Background: an optimization exercise with open tools, aiming at small area, a short achievable clock period and few clock cycles per item. Do not read the settings as production practice. At most, simulation tests tie the RTL to the original design; equivalence was not proved.

==> inputs of build 72 <==
==> flow/design.v <==
module gcd_coprocessor #( parameter W = 16 ) (
  input clk,
  input reset,
  input operands_val,
  input [W-1:0] operands_bits_A,
  input [W-1:0] operands_bits_B,
  output operands_rdy,
  output result_val,
  output [W-1:0] result_bits,
  input result_rdy
);
  function [3:0] ctz(input [W-1:0] v);
    integer i;
    begin
      ctz = 4'd0;
      for (i = W - 1; i >= 0; i = i - 1)
        if (v[i]) ctz = i;
    end
  endfunction
  reg [W-1:0] A, B;
  reg [3:0]   k;       
  reg         fin;     
  reg         busy;
  wire [W-1:0] xab = A ^ B;
  wire eq   = ~|xab;
  wire bz   = ~|B;
  wire kz   = (k == 4'd0);
  wire stop = eq | fin;
  wire done = busy & stop & kz;
  assign result_val   = done;
  assign result_bits  = A;
  assign operands_rdy = ~busy | (done & result_rdy);
  wire load = operands_val & operands_rdy;
  wire both_even = ~A[0] & ~B[0];
  wire         sub = B[0] | bz;
  wire [W:0]   d = {1'b0, A} - {1'b0, B};
  wire         neg = d[W];
  wire [W-1:0] y = sub ? xab : B;         
  wire [3:0]   s = both_even ? 4'd1 : ctz(y);
  wire [W-1:0] f = d[W-1:0] ^ {W{neg}};   
  wire [W-1:0] g = sub ? f : B;
  wire [W-1:0] bnext = (g >> s) | {{(W-1){1'b0}}, sub & neg};
  wire swap = B[0] & (~A[0] | ~neg);
  always @(posedge clk or posedge reset) begin
    if (reset) begin
      busy <= 1'b0;
    end else if (load) begin
      busy <= 1'b1;
    end else if (done & result_rdy) begin
      busy <= 1'b0;
    end
  end
  wire a_load = load;
  wire a_shl  = ~load & busy & stop & ~kz;
  wire a_shr  = ~load & busy & ~stop & both_even;
  wire a_swp  = ~load & busy & ~stop & ~both_even & swap;
  wire a_hold = ~(a_load | a_shl | a_shr | a_swp);
  wire b_new  = ~load & busy & ~stop;
  wire b_hold = ~(load | b_new);
  wire [W-1:0] anext = ({W{a_load}} & operands_bits_A) | ({W{a_shl}} & (A << 1))
                     | ({W{a_shr}} & (A >> 1)) | ({W{a_swp}} & B) | ({W{a_hold}} & A);
  wire [W-1:0] bnext2 = ({W{load}} & operands_bits_B) | ({W{b_new}} & bnext) | ({W{b_hold}} & B);
  always @(posedge clk) begin
    A <= anext;
    B <= bnext2;
    if (load) begin
      k   <= 4'd0;
      fin <= 1'b0;
    end else if (busy) begin
      if (stop) begin
        if (!kz) begin
          k   <= k - 4'd1;
          fin <= 1'b1;
        end
      end else if (both_even) begin
        k <= k + 4'd1;
      end
    end
  end
endmodule
==> flow/flow/run.sh <==
#!/bin/bash
# The standard layout (the standard.sh on all ORFS steps), with the port
# buffers that global placement inserts made the smallest buffer cell
# (sky130_fd_sc_hd__buf_1) instead of the delay buffer buffer_ports picks by
# itself. Every input and output port still gets its own buffer.
set -euo pipefail
export BUFFER_PORTS_ARGS="-buffer_cell sky130_fd_sc_hd__buf_1"
bash standard.sh > run_standard.log 2>&1
==> flow/standard.sh <==
#!/bin/bash
# synth_recipe.tcl (not shown) runs the flow's synth.tcl, then flattens the netlist and writes it again
# the make line also repeats each setting of config.mk as NAME=value (left out here)
make -C /OpenROAD-flow-scripts/flow DESIGN_CONFIG=/design/flow/config.mk WORK_HOME=/design/flow/orfs CLKGATE_MAP_FILE= SYNTH_SCRIPT=/design/flow/synth_recipe.tcl "${@:-finish}"
==> flow/config.mk <==
export PLATFORM = sky130hd
export DESIGN_NAME = gcd_coprocessor
export DESIGN_NICKNAME = gcd_coprocessor
export VERILOG_FILES = /design/flow/design.v
export SDC_FILE = /design/flow/constraint.sdc
export NUM_CORES = 4
export LEC_CHECK = 0
export CAP_MARGIN = 20
export CELL_PAD_IN_SITES_DETAIL_PLACEMENT = 0
export CELL_PAD_IN_SITES_GLOBAL_PLACEMENT = 1
export CORE_AREA = 5 5 115 115
export DIE_AREA = 0 0 120 120
export PLACE_DENSITY = 0.5
export SETUP_SLACK_MARGIN = 0.8
export SLEW_MARGIN = 20
export TNS_END_PERCENT = 5
==> flow/constraint.sdc <==
create_clock -name core_clock -period 5.0 [get_ports {clk}]
set_input_delay 1.0000 -clock core_clock [delete_from_list [all_inputs] [get_ports {clk}]]
set_output_delay 1.0000 -clock core_clock [all_outputs]
set_load 0.01 [all_outputs]
==> inputs of build 76, as changes to build 72 <==
--- a/flow/design.v
+++ b/flow/design.v
@@ -52,16 +52,6 @@
   end
-  wire a_load = load;
-  wire a_shl  = ~load & busy & stop & ~kz;
-  wire a_shr  = ~load & busy & ~stop & both_even;
-  wire a_swp  = ~load & busy & ~stop & ~both_even & swap;
-  wire a_hold = ~(a_load | a_shl | a_shr | a_swp);
-  wire b_new  = ~load & busy & ~stop;
-  wire b_hold = ~(load | b_new);
-  wire [W-1:0] anext = ({W{a_load}} & operands_bits_A) | ({W{a_shl}} & (A << 1))
-                     | ({W{a_shr}} & (A >> 1)) | ({W{a_swp}} & B) | ({W{a_hold}} & A);
-  wire [W-1:0] bnext2 = ({W{load}} & operands_bits_B) | ({W{b_new}} & bnext) | ({W{b_hold}} & B);
   always @(posedge clk) begin
-    A <= anext;
-    B <= bnext2;
     if (load) begin
+      A   <= operands_bits_A;
+      B   <= operands_bits_B;
       k   <= 4'd0;
@@ -71,2 +61,3 @@
         if (!kz) begin
+          A   <= A << 1;
           k   <= k - 4'd1;
@@ -74,4 +65,10 @@
         end
-      end else if (both_even) begin
-        k <= k + 4'd1;
+      end else begin
+        if (both_even) begin
+          A <= A >> 1;
+          k <= k + 4'd1;
+        end else if (swap) begin
+          A <= B;
+        end
+        B <= bnext;
       end
==> flow/run.sh (new file) <==
#!/bin/bash
# synth_recipe.tcl (not shown) runs the flow's synth.tcl, then flattens the netlist and writes it again
# the make line also repeats each setting of config.mk as NAME=value (left out here)
make -C /OpenROAD-flow-scripts/flow DESIGN_CONFIG=/design/flow/config.mk WORK_HOME=/design/flow/orfs CLKGATE_MAP_FILE= SYNTH_SCRIPT=/design/flow/synth_recipe.tcl finish
- SETUP_SLACK_MARGIN: 0.8 -> 1.0
removed: flow/flow/run.sh
removed: flow/standard.sh
==> run notes <==
| item | build 76 | build 72 |
|---|---|---|
| Outcome | timing/DRC/antenna clean | timing/DRC/antenna clean |
| Number of flops mapped to enable cells by yosys | 32 | 0 |
| Worst slack at placement | 0.545 ns | 0.712 ns |
| Detailed-routed wire length on met3 | 1090 um | 1070 um |
| Number of distinct standard cells referenced by the synthesized netlist | 86 | 79 |
| Capturing point of the worst reg2reg path | B[3] | B[7] |
| Pre-antenna DRT Iters | 5 | 6 |
| Post-route cell area | 0.00574 mm^2 | 0.00484 mm^2 |
| Fraction of standard cell area that is sequential | 0.189 | 0.158 |
| Number of nets produced by synthesis | 653 | 621 |
| DR iter-0 viols | 414 | 484 |
| Number of multi-input logic gates | 487 | 460 |
| Clock insertion delay at the later pin of the skew report | 0.29 ns | 0.30 ns |
| Hold Crit Class | reg2reg | in2async |
| Fraction of layout cells with a size suffix above 1 | 0.147 | 0.0888 |
| Pin count of the biggest net entering global routing | 38 | 26 |
| Number of instances in the placed design | 764 | 747 |
Testbench counts of build 72, summed over its fixed seeds: cycles 6,282, items 512.
The RTL of build 76 was laid out without a check of its function.

-- afterwards: timing with drivers on the ports --
In the flow no input, the clock included, has a driving cell. The finished layouts below were timed again as built, in two steps. Step 1: set_driving_cell puts a clkbuf_16 on clk and a buf_2 on each other input, an assumption about the parent block. Step 2 also shifts input and output timing later by t, the mid clock arrival at the registers, as if the neighbouring blocks saw the same clock. a / b / c = ideal ports / drivers / drivers and shift; a / b = the first two.
run | t (ns) | slack for setup (ns) | worst slew at a driven data input, ns
build 72 | 0.333 | 0.969 / 0.969 / 0.969 | 0.03
build 76 | 0.320 | 1.064 / 1.064 / 1.064 | 0.04
After both steps every run listed still meets setup and hold.
